What follows belongs to an exercise in optimizing a design on an open flow for small area, a short achievable clock period and few clock cycles; a production flow would make more cautious choices. In this exercise RTL edits were held to simulation tests only and were not proved equivalent to the original. Power and IR drop assume default switching activity.

wip/indigo:
// LASER
module LASER (
input CLK,
input RST,
input [3:0] X,
input [3:0] Y,
output reg [3:0] C1X,
output reg [3:0] C1Y,
output reg [3:0] C2X,
output reg [3:0] C2Y,
output reg DONE);
Size: roughly 9100 cells after synthesis, about 27 I/O pins, about 75000 µm² of cells after synthesis.
clock: 8.0 ns
lec_check: 0
cap_margin: 20
core_margin: 2
core_utilization: 40
setup_slack_margin: 4.5
slew_margin: 20
run.sh (not shown) runs the stock make flow with config.mk's settings and CLKGATE_MAP_FILE= SYNTH_SCRIPT=/design/flow/synth_recipe.tcl, a recipe that flattens the netlist after the stock synthesis.
Testbench counts of wip/indigo, summed over its fixed seeds: cycles 14,472.
### wip/indigo -> wip/garnet
diff --git a/flow/design.v b/flow/design.v
--- a/flow/design.v
+++ b/flow/design.v
@@ -30,26 +30,27 @@
 end
 wire [TW-1:0] tag1 = tagp[TW*1-1 -: TW];               
 wire [TW-1:0] tagc = tagp[TW*(NPC+2)-1 -: TW];         
 wire [TW-1:0] tg   = tagp[TW*LAT-1 -: TW];             
 reg [159:0] pxs, pys;
 reg [39:0] msk;        
 reg [119:0] cls;       
 wire [39:0] mnew;
-wire [39:0] meff = tag1[8] ? mnew : msk;    
 wire [119:0] clsn;
 always @(posedge CLK) begin
     pxs <= {pxs[155:0], load ? X : pxs[159:156]};
     pys <= {pys[155:0], load ? Y : pys[159:156]};
     cls <= {clsn[116:0], clsn[119:117]};
     if (load)
         msk <= 40'd0;
+    else if (tag1[8])
+        msk <= {mnew[38:0], mnew[39]};
     else
-        msk <= {meff[38:0], meff[39]};
+        msk <= {msk[38:0], msk[39]};
 end
 function [15:0] tge;
     input [3:0] v;
     reg [3:0] gt, eq, tl;
     integer h, l;
     begin
         eq[0] = ~v[3] & ~v[2]; eq[1] = ~v[3] & v[2]; eq[2] = v[3] & ~v[2]; eq[3] = v[3] & v[2];
         gt[0] = 1'b0; gt[1] = eq[0]; gt[2] = ~v[3]; gt[3] = ~(v[3] & v[2]);
@@ -70,17 +71,17 @@
         case (d)
             5'd0:                          c = 3'b111;
             5'd1, 5'd2, 5'd31, 5'd30:      c = 3'b110;
             5'd3, 5'd29:                   c = 3'b101;
             5'd4, 5'd28:                   c = 3'b100;
             default:                       c = 3'b000;
         endcase
     end
-    assign clsn[gi*3 +: 3] = {c[2] & ~(meff[gi] & ~iss_mask), c[1:0]};
+    assign clsn[gi*3 +: 3] = c;
     wire ok = cls[gi*3+2];
     wire [1:0] wc = cls[gi*3 +: 2];
     wire [15:0] le = tge(px);                  
     wire [23:0] lex = {8'hff, le};             
     wire [23:0] gex = {~le[14:0], 9'h1ff};     
     reg [15:0] cv;
     integer k;
     always @(*) begin
@@ -89,17 +90,17 @@
                 2'd0:    cv[k] = lex[k]   & gex[k+8];
                 2'd1:    cv[k] = lex[k+2] & gex[k+6];
                 2'd2:    cv[k] = lex[k+3] & gex[k+5];
                 default: cv[k] = lex[k+4] & gex[k+4];
             endcase
         end
     end
     wire [15:0] cov = cv & {16{ok}};
-    assign ecov[gi] = cov;
+    assign ecov[gi] = cov | {16{msk[gi]}};
     assign mnew[gi] = |(cov & oxsel);
 end endgenerate
 wire [5:0] ccnt [0:15];
 reg  [95:0] ccnt_r;
 genvar gk;
 generate for (gk = 0; gk < 16; gk = gk + 1) begin : col
     wire [39:0] bits;
     genvar gj;
## What came out
Cmp wip/garnet and wip/indigo / area of all placed cells without fillers / lower: wip/indigo
Comparing wip/garnet and wip/indigo, fmax is lower on wip/indigo.
From wip/indigo to wip/garnet, accumulated negative setup slack did not move at all.
wip/garnet ended with more final critical-path setup slack than wip/indigo.
Delta (wip/garnet minus wip/indigo): floorplan die area moved up; global-route met1 utilization fell 0.52 points; mean instance size in the synthesized netlist moved down; length of the first detailed-routing pass in iterations has increased.
Testbench counts of wip/garnet, summed over its fixed seeds: cycles 14,472.

--- another note on this design; it stands on its own ---

== exp/umber ==
==> flow/design.v (excerpt) <==
module LASER (
input CLK,
input RST,
input [3:0] X,
input [3:0] Y,
output reg [3:0] C1X,
output reg [3:0] C1Y,
output reg [3:0] C2X,
output reg [3:0] C2Y,
output reg DONE);
Size in the first run: roughly 9,100 cells after synthesis, roughly 950 flip-flops, roughly 27 I/O pins, about 74,000 um^2 of cells after synthesis.
Settings: LEC_CHECK=0, CAP_MARGIN=20, CORE_MARGIN=2, CORE_UTILIZATION=40, SETUP_SLACK_MARGIN=4.5, SLEW_MARGIN=20; clock period 8.0 ns.
run.sh (not shown) runs the stock make flow with config.mk's settings and CLKGATE_MAP_FILE= SYNTH_SCRIPT=/design/flow/synth_recipe.tcl, a recipe that flattens the netlist after the stock synthesis.
Every stage of the flow completed for exp/umber, and the final layout passed the timing, design-rule and antenna checks.
Testbench counts of exp/umber, summed over its fixed seeds: cycles 14,472.
[inputs] exp/lagoon vs exp/umber
Settings: SETUP_SLACK_MARGIN: 4.5 -> 4.7.
- Delta(final design area excluding fillers, exp/lagoon - exp/umber) > 0
- Clock skew across exp/umber and exp/lagoon: no real change.
- In terms of overall power, exp/umber and exp/lagoon differ only marginally.
- Looking at exp/umber and exp/lagoon, the total global-route track usage is a wash.
- Across both runs, routed metal-1 wirelength was higher for exp/lagoon than for exp/umber.
- Combinational share of power: exp/umber vs exp/lagoon, no meaningful difference
- When exp/lagoon is set beside exp/umber, its part of the power in the clock network turns out to be 0.2 points larger.
- Note that the peak clock frequency supported by timing recorded for exp/lagoon amounts to 1.05 times the value seen in exp/umber.
- Setup-violating endpoint count in the final report: exp/umber vs exp/lagoon — no meaningful difference
- Changes observed in exp/lagoon relative to exp/umber: routed wire length picked up an extra 2.8 mm; worst setup slack picked up an extra 0.18 ns.
Here is what was changed in the inputs of exp/harbor compared with exp/lagoon.
Settings: SETUP_SLACK_MARGIN changed from 4.7 to 4.4.
## What came out
Reported for exp/harbor and exp/lagoon, path depth of the worst reg2reg path turned out identical to the last digit. Initial antenna violation count in exp/harbor vs exp/lagoon: up 4. exp/harbor ended up with col[13].pc.q3_l3_c0_s0$_DFF_P_ as its termination of the worst setup path; exp/lagoon ended up with col[6].pc.q3_l3_c0_s0$_DFF_P_. exp/harbor vs. exp/lagoon: met1 global-route usage barely changed, overall power consumption climbed about 0.4%.
What exp/maple does differently from exp/harbor at the input level:
Settings: changing SETUP_SLACK_MARGIN from 4.4 to 4.6.
==> run notes <==
- Per the final summary, exp/maple finished and its layout is clean on timing, DRC and antenna.
- On total buffers and inverters traversed by the critical path, the lower figure sits with exp/maple, not exp/harbor.
- Worst-margin pin slew: higher on exp/maple
- As far as number of multi-input combinational cells in the layout is concerned, exp/maple and exp/harbor perform about the same.
- From exp/harbor to exp/maple the numbers moved as follows: cell count after synthesis about even; clock power share rose 0.2 points; area overhead of the layout relative to synthesis rose 1.5 points; cell leakage power rose 0.99%; area of all placed cells without fillers rose 1.4%.

## what the ideal ports hide
How much do the figures lean on ideal ports? The routed layouts below were timed once more, with nothing changed but the port constraints.
Step 1 assumes that a clkbuf_16 drives the clock port and a buf_2 every other input.
Step 2 also shifts input and output timing later by t, the mid clock arrival at the registers, as if the neighbouring blocks saw the same clock.
Three values: no drivers, after step 1, after step 2; two values: the first two.
run | shift t [ns] | setup WS [ns] | latest minus earliest clock arrival (ns) | cell pins on the clock port's net
wip/indigo | 0.852 | 4.427 / 4.427 / 4.427 | 0.056 / 0.056 | 1
wip/garnet | 0.870 | 4.557 / 4.474 / 4.557 | 0.068 / 0.068 | 1
exp/umber | 0.858 | 4.517 / 4.517 / 4.517 | 0.050 / 0.050 | 1
exp/lagoon | 0.863 | 4.696 / 4.696 / 4.696 | 0.052 / 0.053 | 1
exp/harbor | 0.865 | 4.347 / 4.347 / 4.347 | 0.049 / 0.049 | 1
exp/maple | 0.864 | 4.627 / 4.587 / 4.627 | 0.053 / 0.054 | 1
After both steps setup and hold are still met in every run listed.
